This design comes from an exercise in tuning for a short achievable clock period and few clock cycles on the open sky130 flow, not from production work. The RTL was checked by simulation tests, not by an equivalence proof against the original design. Power is estimated from default activity; no workload was simulated.

==> inputs of v36 <==
## rv32i
module rv32i(
   input clk,
	input reset,
   input  [31:0] inst_rdata,
   output [31:0] inst_addr,
   input [31:0] data_rdata,
   output [31:0] data_addr,
   output [31:0] data_wdata,
   output [3:0] data_we,
   output trap
);
==> flow/config.mk <==
export PLATFORM = sky130hd
export DESIGN_NAME = rv32i
export DESIGN_NICKNAME = rv32i
export VERILOG_FILES = /design/flow/design.v
export SDC_FILE = /design/flow/constraint.sdc
export NUM_CORES = 4
export LEC_CHECK = 0
export CAP_MARGIN = 20
export CORE_MARGIN = 2
export CORE_UTILIZATION = 55
export PLACE_DENSITY = 0.68
export SLEW_MARGIN = 20
==> flow/constraint.sdc <==
create_clock -name core_clock -period 11.0 [get_ports {clk}]
set_input_delay 2.2000 -clock core_clock [delete_from_list [all_inputs] [get_ports {clk}]]
set_output_delay 2.2000 -clock core_clock [all_outputs]
set_load 0.01 [all_outputs]
standard.sh (not shown) runs the stock make flow with config.mk's settings and CLKGATE_MAP_FILE= SYNTH_SCRIPT=/design/flow/synth_recipe.tcl, a recipe that flattens the netlist after the stock synthesis.
==> flow/flow/run.sh <==
#!/bin/bash
set -euo pipefail
MARGIN=7.6

# 1. standard synthesis, unchanged
bash standard.sh synth > synth.log 2>&1

# 2. floorplan to final layout, with the setup-repair margin
sed "s|\"\${@:-finish}\"|SETUP_SLACK_MARGIN=$MARGIN \"\${@:-finish}\"|" standard.sh > standard_margin.sh
grep -q "SETUP_SLACK_MARGIN=$MARGIN" standard_margin.sh
bash standard_margin.sh finish > layout.log 2>&1
test -f out/final.def
==> inputs of v22, as changes to v36 <==
--- a/flow/design.v
+++ b/flow/design.v
@@ -47,21 +47,23 @@
     input [31:0] a, b,
     input sub,           
     input arith,         
     input sel_add, sel_sll, sel_sr, sel_slt, sel_xor, sel_or, sel_and,
     input lt,            
     output [31:0] sum,
     output [31:0] result
 );
-wire [31:0] bb = sub ? ~b : b;
-assign sum = a + bb + {31'b0, sub};
+wire [31:0] sum_a = a + b;
+wire [31:0] sum_s = a - b;
+assign sum = sub ? sum_s : sum_a;
 wire [31:0] sll = a << b[4:0];
 wire [32:0] sr = $signed({arith & a[31], a}) >>> b[4:0];
-assign result = ({32{sel_add}} & sum) |
+assign result = ({32{sel_add & ~sub}} & sum_a) |
+                ({32{sub}} & sum_s) |
                 ({32{sel_sll}} & sll) |
                 ({32{sel_sr}}  & sr[31:0]) |
                 ({32{sel_slt}} & {31'b0, lt}) |
                 ({32{sel_xor}} & (a ^ b)) |
                 ({32{sel_or}}  & (a | b)) |
                 ({32{sel_and}} & (a & b));
 endmodule
 `timescale 1ns / 1ps
@@ -69,36 +71,55 @@
     input [2:0] st_funct3,
     input [1:0] st_addr,
     input [31:0] st_data,
     input st_en,
     output [31:0] st_wdata,
     output [3:0] st_we,
     input [2:0] ld_funct3,
     input [1:0] ld_addr,
+    output [11:0] ld_sel_next,
+    input [11:0] ld_sel,
     input [31:0] data_rdata,
     output [31:0] ld_data
 );
 assign st_wdata = (st_funct3[1:0] == 2'b00) ? {4{st_data[7:0]}} :
                   (st_funct3[1:0] == 2'b01) ? {2{st_data[15:0]}} :
                   st_data;
 wire [3:0] we_b = 4'b0001 << st_addr;
 wire [3:0] we_h = st_addr[1] ? 4'b1100 : 4'b0011;
 assign st_we = ~st_en ? 4'b0000 :
                (st_funct3[1:0] == 2'b00) ? we_b :
                (st_funct3[1:0] == 2'b01) ? we_h :
                4'b1111;
-wire [7:0] lb = (ld_addr == 2'd0) ? data_rdata[7:0] :
-                (ld_addr == 2'd1) ? data_rdata[15:8] :
-                (ld_addr == 2'd2) ? data_rdata[23:16] :
-                data_rdata[31:24];
-wire [15:0] lh = ld_addr[1] ? data_rdata[31:16] : data_rdata[15:0];
-assign ld_data = (ld_funct3[1:0] == 2'b00) ? {{24{~ld_funct3[2] & lb[7]}}, lb} :
-                 (ld_funct3[1:0] == 2'b01) ? {{16{~ld_funct3[2] & lh[15]}}, lh} :
-                 data_rdata;
+wire ld_b = ld_funct3[1:0] == 2'b00;
+wire ld_h = ld_funct3[1:0] == 2'b01;
+wire ld_w = ~ld_b & ~ld_h;
+wire ld_s = ~ld_funct3[2];
+wire [3:0] lane_b = 4'b0001 << ld_addr;
+wire [3:0] lane_h = ld_addr[1] ? 4'b0100 : 4'b0001;
+wire [3:0] b0_n = ld_b ? lane_b : ld_h ? lane_h : 4'b0001;
+wire [1:0] b1_n = ld_w ? 2'b01 : ld_h ? (ld_addr[1] ? 2'b10 : 2'b01) : 2'b00;
+wire [3:0] e_n = ~ld_s ? 4'b0000 : ld_b ? lane_b : ld_h ? (ld_addr[1] ? 4'b1000 : 4'b0010) : 4'b0000;
+assign ld_sel_next = {ld_b, ld_w, e_n, b1_n, b0_n};
+wire [3:0] b0 = ld_sel[3:0];
+wire [1:0] b1 = ld_sel[5:4];
+wire [3:0] e  = ld_sel[9:6];
+wire sel_w = ld_sel[10];
+wire sel_b = ld_sel[11];
+wire [7:0] lane0 = data_rdata[7:0];
+wire [7:0] lane1 = data_rdata[15:8];
+wire [7:0] lane2 = data_rdata[23:16];
+wire [7:0] lane3 = data_rdata[31:24];
+wire ext = (e[0] & lane0[7]) | (e[1] & lane1[7]) | (e[2] & lane2[7]) | (e[3] & lane3[7]);
+wire [7:0] byte0 = ({8{b0[0]}} & lane0) | ({8{b0[1]}} & lane1) | ({8{b0[2]}} & lane2) | ({8{b0[3]}} & lane3);
+wire [7:0] byte1 = ({8{b1[0]}} & lane1) | ({8{b1[1]}} & lane3) | {8{ext & sel_b}};
+wire [7:0] byte2 = ({8{sel_w}} & lane2) | {8{ext}};
+wire [7:0] byte3 = ({8{sel_w}} & lane3) | {8{ext}};
+assign ld_data = {byte3, byte2, byte1, byte0};
 endmodule
 `timescale 1ns / 1ps
 module controlunit(
 	input [4:0] opcode,
 	input [2:0] funct3,
 	input funct7,
 	input [4:0] rd,
 	output is_load, is_store, is_branch, is_jal, is_jalr, is_sys,
@@ -161,63 +182,63 @@
    output [31:0] inst_addr,
    input [31:0] data_rdata,
    output [31:0] data_addr,
    output [31:0] data_wdata,
    output [3:0] data_we,
    output trap
 );
 reg [31:0] pc_f;
+reg [29:0] pc_btb;   
 reg [7:0] btb_v;
 reg [29:0] btb_tag [0:7];
 reg [29:0] btb_tgt [0:7];
-reg upd_set, upd_clr;
+reg upd_br, upd_jal, upd_eq, upd_lt, upd_f2, upd_f0, upd_pbtb;
 reg [2:0] upd_idx;
 reg [29:0] upd_tag;
 reg [29:0] upd_tgt;
 reg valid_d;
 reg [31:0] ir_d;
 reg [31:0] pc_d;
 reg pred_d;
 reg is_load_d, is_store_d, is_branch_d, is_jal_d, is_jalr_d, is_sys_d;
 reg uses_rs1_d, uses_rs2_d, wen_d;
 reg a_pc_d, a_zero_d, b_imm_d;
 reg sub_d, arith_d, cmp_un_d;
 reg sel_add_d, sel_sll_d, sel_sr_d, sel_slt_d, sel_xor_d, sel_or_d, sel_and_d, sel_link_d;
 reg [31:0] imm_d;
 reg [31:0] opa_e, opb_e, sd_e, imm_e;
 reg [4:0] rd_e;
-reg wen_e, is_load_e, is_store_e, is_branch_e, is_jal_e, is_jalr_e;
+reg wen_e, is_load_e, is_store_e, is_branch_e, is_jal_e, is_jalr_e, auipc_e, fused_e;
 reg pred_e, pred_btb_e;
 reg [2:0] funct3_e;
 reg sub_e, arith_e, cmp_un_e;
 reg sel_add_e, sel_sll_e, sel_sr_e, sel_slt_e, sel_xor_e, sel_or_e, sel_and_e, sel_link_e;
 reg [31:0] pc_e, link_e, alt_e, target_e;
 reg trap_e;
 reg br_inv_e;
 reg kill_e;
 reg wen_m, is_load_m;
 reg [4:0] rd_m;
 reg [31:0] result_mb;   
-reg [2:0] funct3_m;
-reg [1:0] addr_lo_m;
+reg [11:0] ld_sel_m;
 reg [29:0] daddr_m;
 reg [3:0] dwe_m;
 reg [31:0] dwdata_m;
 reg wen_w;
 reg [4:0] rd_w;
 reg [31:0] value_w;     
 assign inst_addr = pc_f;
 wire [7:0] btb_hits;
 wire [29:0] btb_sel [0:8];
 assign btb_sel[0] = 30'b0;
 genvar bi;
 generate
 	for (bi = 0; bi < 8; bi = bi + 1) begin : btb_cmp
-		assign btb_hits[bi] = btb_v[bi] & (btb_tag[bi] == pc_f[31:2]);
+		assign btb_hits[bi] = btb_v[bi] & (btb_tag[bi] == pc_btb);
 		assign btb_sel[bi+1] = btb_sel[bi] | ({30{btb_hits[bi]}} & btb_tgt[bi]);
 	end
 endgenerate
 wire btb_hit = |btb_hits;
 wire [31:0] btb_target = {btb_sel[8], 2'b00};
 wire is_load_f, is_store_f, is_branch_f, is_jal_f, is_jalr_f, is_sys_f;
 wire uses_rs1_f, uses_rs2_f, wen_f;
 wire i_type_f, s_type_f, b_type_f, u_type_f, j_type_f;
@@ -262,17 +283,19 @@
 wire w_hit1 = wen_w & (rd_w == rs1_d);
 wire w_hit2 = wen_w & (rd_w == rs2_d);
 wire [31:0] m_val = is_load_m ? ld_data : result_mb;
 wire [31:0] rs1_val = m_hit1 ? m_val : w_hit1 ? value_w : rf1;
 wire [31:0] rs2_val = m_hit2 ? m_val : w_hit2 ? value_w : rf2;
 wire e_dep1 = wen_x & (rd_e == rs1_d);
 wire e_dep2 = wen_x & (rd_e == rs2_d);
 wire stall = valid_d & is_load_x & ((uses_rs1_d & e_dep1) | (uses_rs2_d & e_dep2));
-wire redirect_d = valid_d & ~pred_d & ~stall & (is_jal_d | (is_branch_d & ir_d[31]));
+wire fuse_d = is_jalr_d & auipc_e & ~kill_e & e_dep1;
+wire [31:0] target_jr = target_e + imm_d;
+wire redirect_d = valid_d & ~pred_d & ~stall & (is_jal_d | (is_branch_d & ir_d[31]) | fuse_d);
 wire pred_taken_d = pred_d | redirect_d;
 wire [31:0] a_e = opa_e;
 wire [31:0] b_e = opb_e;
 wire [31:0] s_e = sd_e;
 wire br_eq, br_lt;
 branchcomp i_branchcomp (
    .a(a_e), .b(b_e), .br_un(cmp_un_e),
    .br_eq(br_eq), .br_lt(br_lt));
@@ -283,45 +306,57 @@
    .sel_xor(sel_xor_e), .sel_or(sel_or_e), .sel_and(sel_and_e),
    .lt(br_lt),
    .sum(sum_e), .result(alu_e));
 wire [31:0] addr_e = a_e + imm_e;
 wire [31:0] result_e = alu_e | ({32{sel_link_e}} & link_e);
 wire cmp_e = funct3_e[2] ? br_lt : br_eq;
 wire cond_e = cmp_e ^ funct3_e[0];
 wire taken_e = is_jal_x | (is_branch_x & cond_e);
-wire mispredict = (is_branch_x & (cmp_e ^ br_inv_e)) | is_jalr_x;
+wire mispredict = (is_branch_x & (cmp_e ^ br_inv_e)) | (is_jalr_x & ~fused_e);
 wire [31:0] mp_pc = is_jalr_e ? {addr_e[31:1], 1'b0} : alt_e;
 wire [31:0] st_wdata;
 wire [3:0] st_we;
 wire [31:0] ld_data;
+wire [11:0] ld_sel_e;
 loadstoreunit i_lsu (
    .st_funct3(funct3_e), .st_addr(addr_e[1:0]), .st_data(s_e), .st_en(is_store_x),
    .st_wdata(st_wdata), .st_we(st_we),
-   .ld_funct3(funct3_m), .ld_addr(addr_lo_m), .data_rdata(data_rdata),
+   .ld_funct3(funct3_e), .ld_addr(addr_e[1:0]), .ld_sel_next(ld_sel_e),
+   .ld_sel(ld_sel_m), .data_rdata(data_rdata),
    .ld_data(ld_data));
 assign data_addr = {daddr_m, 2'b00};
 assign data_we = dwe_m;
 assign data_wdata = dwdata_m;
 assign trap = trap_e;
 wire go_d = valid_d & ~stall;
+wire upd_cond = (upd_f2 ? upd_lt : upd_eq) ^ upd_f0;
+wire upd_set = upd_jal | (upd_br & upd_cond);
+wire upd_clr = upd_br & ~upd_cond & upd_pbtb;
+wire [31:0] pc_next = mispredict ? mp_pc :
+                      stall ? pc_f :
+                      redirect_d ? (fuse_d ? {target_jr[31:1], 1'b0} : target_d) :
+                      btb_hit ? btb_target :
+                      pc_f + 32'd4;
 always @(posedge clk) begin
 	if (reset) pc_f <= 32'b0;
-	else if (mispredict) pc_f <= mp_pc;
-	else if (stall) pc_f <= pc_f;
-	else if (redirect_d) pc_f <= target_d;
-	else if (btb_hit) pc_f <= btb_target;
-	else pc_f <= pc_f + 32'd4;
+	else pc_f <= pc_next;
+	pc_btb <= pc_next[31:2];
 	if (reset) begin
-		upd_set <= 1'b0;
-		upd_clr <= 1'b0;
+		upd_br <= 1'b0;
+		upd_jal <= 1'b0;
 	end else begin
-		upd_set <= taken_e;
-		upd_clr <= is_branch_x & ~cond_e & pred_btb_e;
+		upd_br <= is_branch_x;
+		upd_jal <= is_jal_x;
 	end
+	upd_eq <= br_eq;
+	upd_lt <= br_lt;
+	upd_f2 <= funct3_e[2];
+	upd_f0 <= funct3_e[0];
+	upd_pbtb <= pred_btb_e;
 	upd_idx <= pc_e[4:2];
 	upd_tag <= pc_e[31:2];
 	upd_tgt <= target_e[31:2];
 	if (reset) btb_v <= 8'b0;
 	else if (upd_set) btb_v[upd_idx] <= 1'b1;
 	else if (upd_clr) btb_v[upd_idx] <= 1'b0;
 	if (upd_set) begin
 		btb_tag[upd_idx] <= upd_tag;
@@ -360,26 +395,30 @@
 	end
 	if (reset | ~go_d) begin
 		wen_e <= 1'b0;
 		is_load_e <= 1'b0;
 		is_store_e <= 1'b0;
 		is_branch_e <= 1'b0;
 		is_jal_e <= 1'b0;
 		is_jalr_e <= 1'b0;
+		auipc_e <= 1'b0;
+		fused_e <= 1'b0;
 		trap_e <= 1'b0;
 		kill_e <= 1'b0;
 	end else begin
 		kill_e <= mispredict;
 		wen_e <= wen_d;
 		is_load_e <= is_load_d;
 		is_store_e <= is_store_d;
 		is_branch_e <= is_branch_d;
 		is_jal_e <= is_jal_d;
 		is_jalr_e <= is_jalr_d;
+		auipc_e <= a_pc_d;
+		fused_e <= fuse_d;
 		trap_e <= is_sys_d & ~mispredict;
 	end
 	begin
 		opa_e <= (uses_rs1_d & e_dep1) ? result_e : a_zero_d ? 32'b0 : a_pc_d ? pc_d : rs1_val;
 		opb_e <= (~b_imm_d & e_dep2) ? result_e : b_imm_d ? imm_d : rs2_val;
 		sd_e <= e_dep2 ? result_e : rs2_val;
 		imm_e <= imm_d;
 		rd_e <= rd_d;
@@ -409,18 +448,17 @@
 		dwe_m <= 4'b0;
 	end else begin
 		wen_m <= wen_x;
 		is_load_m <= is_load_x;
 		dwe_m <= st_we;
 	end
 	rd_m <= rd_e;
 	if (wen_x) result_mb <= result_e;
-	funct3_m <= funct3_e;
-	addr_lo_m <= addr_e[1:0];
+	ld_sel_m <= ld_sel_e;
 	daddr_m <= addr_e[31:2];
 	dwdata_m <= st_wdata;
 	if (reset) wen_w <= 1'b0;
 	else wen_w <= wen_m;
 	rd_w <= rd_m;
 	if (wen_m) value_w <= is_load_m ? ld_data : result_mb;
 end
 endmodule
- CORE_UTILIZATION: 55 -> 40
- PLACE_DENSITY: 0.68 -> default
- SETUP_SLACK_MARGIN: default -> 0.3
==> inputs of v24, as changes to v36 <==
--- a/flow/design.v
+++ b/flow/design.v
@@ -162,67 +162,59 @@
    input [31:0] data_rdata,
    output [31:0] data_addr,
    output [31:0] data_wdata,
    output [3:0] data_we,
    output trap
 );
 reg [31:0] pc_f;
 reg [7:0] btb_v;
-reg [29:0] btb_tag [0:7];
+reg [26:0] btb_tag [0:7];
 reg [29:0] btb_tgt [0:7];
 reg upd_set, upd_clr;
 reg [2:0] upd_idx;
-reg [29:0] upd_tag;
+reg [26:0] upd_tag;
 reg [29:0] upd_tgt;
 reg valid_d;
 reg [31:0] ir_d;
 reg [31:0] pc_d;
 reg pred_d;
 reg is_load_d, is_store_d, is_branch_d, is_jal_d, is_jalr_d, is_sys_d;
 reg uses_rs1_d, uses_rs2_d, wen_d;
 reg a_pc_d, a_zero_d, b_imm_d;
 reg sub_d, arith_d, cmp_un_d;
 reg sel_add_d, sel_sll_d, sel_sr_d, sel_slt_d, sel_xor_d, sel_or_d, sel_and_d, sel_link_d;
 reg [31:0] imm_d;
 reg [31:0] opa_e, opb_e, sd_e, imm_e;
+reg fa_m_e, fa_w_e, fb_m_e, fb_w_e, fs_m_e, fs_w_e;
 reg [4:0] rd_e;
 reg wen_e, is_load_e, is_store_e, is_branch_e, is_jal_e, is_jalr_e;
 reg pred_e, pred_btb_e;
 reg [2:0] funct3_e;
 reg sub_e, arith_e, cmp_un_e;
 reg sel_add_e, sel_sll_e, sel_sr_e, sel_slt_e, sel_xor_e, sel_or_e, sel_and_e, sel_link_e;
 reg [31:0] pc_e, link_e, alt_e, target_e;
 reg trap_e;
 reg br_inv_e;
 reg kill_e;
 reg wen_m, is_load_m;
 reg [4:0] rd_m;
-reg [31:0] result_mb;   
+reg [31:0] result_m;
 reg [2:0] funct3_m;
 reg [1:0] addr_lo_m;
 reg [29:0] daddr_m;
 reg [3:0] dwe_m;
 reg [31:0] dwdata_m;
 reg wen_w;
 reg [4:0] rd_w;
-reg [31:0] value_w;     
+reg [31:0] value_w;
 assign inst_addr = pc_f;
-wire [7:0] btb_hits;
-wire [29:0] btb_sel [0:8];
-assign btb_sel[0] = 30'b0;
-genvar bi;
-generate
-	for (bi = 0; bi < 8; bi = bi + 1) begin : btb_cmp
-		assign btb_hits[bi] = btb_v[bi] & (btb_tag[bi] == pc_f[31:2]);
-		assign btb_sel[bi+1] = btb_sel[bi] | ({30{btb_hits[bi]}} & btb_tgt[bi]);
-	end
-endgenerate
-wire btb_hit = |btb_hits;
-wire [31:0] btb_target = {btb_sel[8], 2'b00};
+wire [2:0] f_idx = pc_f[4:2];
+wire btb_hit = btb_v[f_idx] & (btb_tag[f_idx] == pc_f[31:5]);
+wire [31:0] btb_target = {btb_tgt[f_idx], 2'b00};
 wire is_load_f, is_store_f, is_branch_f, is_jal_f, is_jalr_f, is_sys_f;
 wire uses_rs1_f, uses_rs2_f, wen_f;
 wire i_type_f, s_type_f, b_type_f, u_type_f, j_type_f;
 wire a_pc_f, a_zero_f, b_imm_f;
 wire sub_f, arith_f, cmp_un_f;
 wire sel_add_f, sel_sll_f, sel_sr_f, sel_slt_f, sel_xor_f, sel_or_f, sel_and_f, sel_link_f;
 controlunit i_cont (
 	.opcode(inst_rdata[6:2]), .funct3(inst_rdata[14:12]), .funct7(inst_rdata[30]), .rd(inst_rdata[11:7]),
@@ -252,31 +244,32 @@
 wire [31:0] target_d = pc_d + imm_d;
 wire [31:0] link_d = pc_d + 32'd4;
 wire [31:0] rf1, rf2;
 regfile i_regf (
    .a_rs1(rs1_d), .a_rs2(rs2_d),
    .rs1(rf1), .rs2(rf2),
    .a_rd(rd_w), .rd(value_w), .we(wen_w),
    .clk(clk));
-wire m_hit1 = wen_m & (rd_m == rs1_d);
-wire m_hit2 = wen_m & (rd_m == rs2_d);
+wire m_hit1 = wen_m & ~is_load_m & (rd_m == rs1_d);
+wire m_hit2 = wen_m & ~is_load_m & (rd_m == rs2_d);
 wire w_hit1 = wen_w & (rd_w == rs1_d);
 wire w_hit2 = wen_w & (rd_w == rs2_d);
-wire [31:0] m_val = is_load_m ? ld_data : result_mb;
-wire [31:0] rs1_val = m_hit1 ? m_val : w_hit1 ? value_w : rf1;
-wire [31:0] rs2_val = m_hit2 ? m_val : w_hit2 ? value_w : rf2;
+wire [31:0] rs1_val = m_hit1 ? result_m : w_hit1 ? value_w : rf1;
+wire [31:0] rs2_val = m_hit2 ? result_m : w_hit2 ? value_w : rf2;
 wire e_dep1 = wen_x & (rd_e == rs1_d);
 wire e_dep2 = wen_x & (rd_e == rs2_d);
+wire ml_dep1 = wen_m & is_load_m & (rd_m == rs1_d);
+wire ml_dep2 = wen_m & is_load_m & (rd_m == rs2_d);
 wire stall = valid_d & is_load_x & ((uses_rs1_d & e_dep1) | (uses_rs2_d & e_dep2));
 wire redirect_d = valid_d & ~pred_d & ~stall & (is_jal_d | (is_branch_d & ir_d[31]));
 wire pred_taken_d = pred_d | redirect_d;
-wire [31:0] a_e = opa_e;
-wire [31:0] b_e = opb_e;
-wire [31:0] s_e = sd_e;
+wire [31:0] a_e = fa_m_e ? result_m : fa_w_e ? value_w : opa_e;
+wire [31:0] b_e = fb_m_e ? result_m : fb_w_e ? value_w : opb_e;
+wire [31:0] s_e = fs_m_e ? result_m : fs_w_e ? value_w : sd_e;
 wire br_eq, br_lt;
 branchcomp i_branchcomp (
    .a(a_e), .b(b_e), .br_un(cmp_un_e),
    .br_eq(br_eq), .br_lt(br_lt));
 wire [31:0] sum_e, alu_e;
 alu i_alu (
    .a(a_e), .b(b_e), .sub(sub_e), .arith(arith_e),
    .sel_add(sel_add_e), .sel_sll(sel_sll_e), .sel_sr(sel_sr_e), .sel_slt(sel_slt_e),
@@ -313,17 +306,17 @@
 	if (reset) begin
 		upd_set <= 1'b0;
 		upd_clr <= 1'b0;
 	end else begin
 		upd_set <= taken_e;
 		upd_clr <= is_branch_x & ~cond_e & pred_btb_e;
 	end
 	upd_idx <= pc_e[4:2];
-	upd_tag <= pc_e[31:2];
+	upd_tag <= pc_e[31:5];
 	upd_tgt <= target_e[31:2];
 	if (reset) btb_v <= 8'b0;
 	else if (upd_set) btb_v[upd_idx] <= 1'b1;
 	else if (upd_clr) btb_v[upd_idx] <= 1'b0;
 	if (upd_set) begin
 		btb_tag[upd_idx] <= upd_tag;
 		btb_tgt[upd_idx] <= upd_tgt;
 	end
@@ -373,20 +366,26 @@
 		is_load_e <= is_load_d;
 		is_store_e <= is_store_d;
 		is_branch_e <= is_branch_d;
 		is_jal_e <= is_jal_d;
 		is_jalr_e <= is_jalr_d;
 		trap_e <= is_sys_d & ~mispredict;
 	end
 	begin
-		opa_e <= (uses_rs1_d & e_dep1) ? result_e : a_zero_d ? 32'b0 : a_pc_d ? pc_d : rs1_val;
-		opb_e <= (~b_imm_d & e_dep2) ? result_e : b_imm_d ? imm_d : rs2_val;
-		sd_e <= e_dep2 ? result_e : rs2_val;
+		opa_e <= a_zero_d ? 32'b0 : a_pc_d ? pc_d : rs1_val;
+		opb_e <= b_imm_d ? imm_d : rs2_val;
+		sd_e <= rs2_val;
 		imm_e <= imm_d;
+		fa_m_e <= uses_rs1_d & e_dep1;
+		fa_w_e <= uses_rs1_d & ~e_dep1 & ml_dep1;
+		fb_m_e <= ~b_imm_d & e_dep2;
+		fb_w_e <= ~b_imm_d & ~e_dep2 & ml_dep2;
+		fs_m_e <= e_dep2;
+		fs_w_e <= ~e_dep2 & ml_dep2;
 		rd_e <= rd_d;
 		pred_e <= pred_taken_d;
 		br_inv_e <= funct3_d[0] ^ pred_taken_d;
 		pred_btb_e <= pred_d;
 		funct3_e <= funct3_d;
 		sub_e <= sub_d;
 		arith_e <= arith_d;
 		cmp_un_e <= cmp_un_d;
@@ -408,19 +407,19 @@
 		is_load_m <= 1'b0;
 		dwe_m <= 4'b0;
 	end else begin
 		wen_m <= wen_x;
 		is_load_m <= is_load_x;
 		dwe_m <= st_we;
 	end
 	rd_m <= rd_e;
-	if (wen_x) result_mb <= result_e;
+	result_m <= result_e;
 	funct3_m <= funct3_e;
 	addr_lo_m <= addr_e[1:0];
 	daddr_m <= addr_e[31:2];
 	dwdata_m <= st_wdata;
 	if (reset) wen_w <= 1'b0;
 	else wen_w <= wen_m;
 	rd_w <= rd_m;
-	if (wen_m) value_w <= is_load_m ? ld_data : result_mb;
+	value_w <= is_load_m ? ld_data : result_m;
 end
 endmodule
==> qor summary <==
| metric | v36 | v24 | v22 |
|---|---|---|---|
| Beginning of the critical path | opb_e[30] | fb_w_e | opb_e[4] |
| Post-synthesis share of cell area spent on and, or, nand and nor gates | 0.0615 | 0.0583 | 0.0678 |
| Total length of routed wires | 360000 µm | 345000 µm | 391000 µm |
| GP Congestion | 1.00 | 1.03 | 0.955 |
| Worst Hold Launch | target_e[12] | pc_e[15] | pc_e[13] |
| Share of the core filled with cells | 0.673 | 0.657 | 0.493 |
| Final critical-path required period | 3.87 ns | 4.52 ns | 3.87 ns |
| Power of the clock network | 7.56 mW | 7.58 mW | 7.83 mW |
| Fraction of standard cell area in multi-input logic | 0.342 | 0.353 | 0.349 |
| Cells after synthesis | 6579 | 6679 | 7077 |
| Synthesis-stage register bit count | 2153 | 2138 | 2199 |
| Result of the run | finished clean | finished clean | finished clean |
| Buffer count excluding the clock tree in the final layout | 791 | 631 | 768 |
| Worst Reg-to-Reg Cells | 13 | 14 | 15 |
| Power attributed to sequential cells | 9.11 mW | 9.17 mW | 9.36 mW |
| Horiz. Die Dim | 431 µm | 430 µm | 512 µm |
| Share of synthesized area occupied by flip-flops and latches | 0.596 | 0.587 | 0.589 |
| Critical path data arrival time | 4.62 ns | 5.24 ns | 4.60 ns |
| Die area | 186000 µm² | 185000 µm² | 262000 µm² |
| Synthesized-area fraction occupied by xor and xnor cells | 0.0377 | 0.0191 | 0.0356 |
| Clock buffer cells | 270 | 284 | 297 |
| Core Rows | 156 | 156 | 186 |
| Combinational fraction of design power | 0.132 | 0.149 | 0.151 |
| Diodes inserted | 28 | 29 | 19 |
Testbench counts of v36, summed over its fixed seeds: cycles 140,756.
Testbench counts of v22, summed over its fixed seeds: cycles 139,412.
Testbench counts of v24, summed over its fixed seeds: cycles 140,756.

-- static timing again, ports no longer ideal --
How much do the figures lean on ideal ports? The routed layouts below were timed once more, with nothing changed but the port constraints. Step 1 sets driving cells, clkbuf_16 on the clock port and buf_2 on the other inputs (assumed; they add their load-dependent delay and slew). Step 2, shift: input delay + t, output delay - t, t = (earliest + latest rising clock arrival at the registers) / 2. This alone moves slack from input paths to output paths. Three values: no drivers, after step 1, after step 2; two values: the first two.
| run | shift t [ns] | slack for setup (ns) | worst setup path at the end |
|---|---|---|---|
| v36 | 0.932 | 7.130 / 7.130 / 6.451 | input to register |
| v22 | 0.964 | 7.126 / 7.126 / 6.537 | input to register |
| v24 | 0.979 | 6.475 / 6.475 / 6.449 | input to register |
After both steps every run listed still meets setup and hold. The setup slack of v36, which loses most, moves by 0.000 ns with the drivers and by -0.679 ns with both steps.
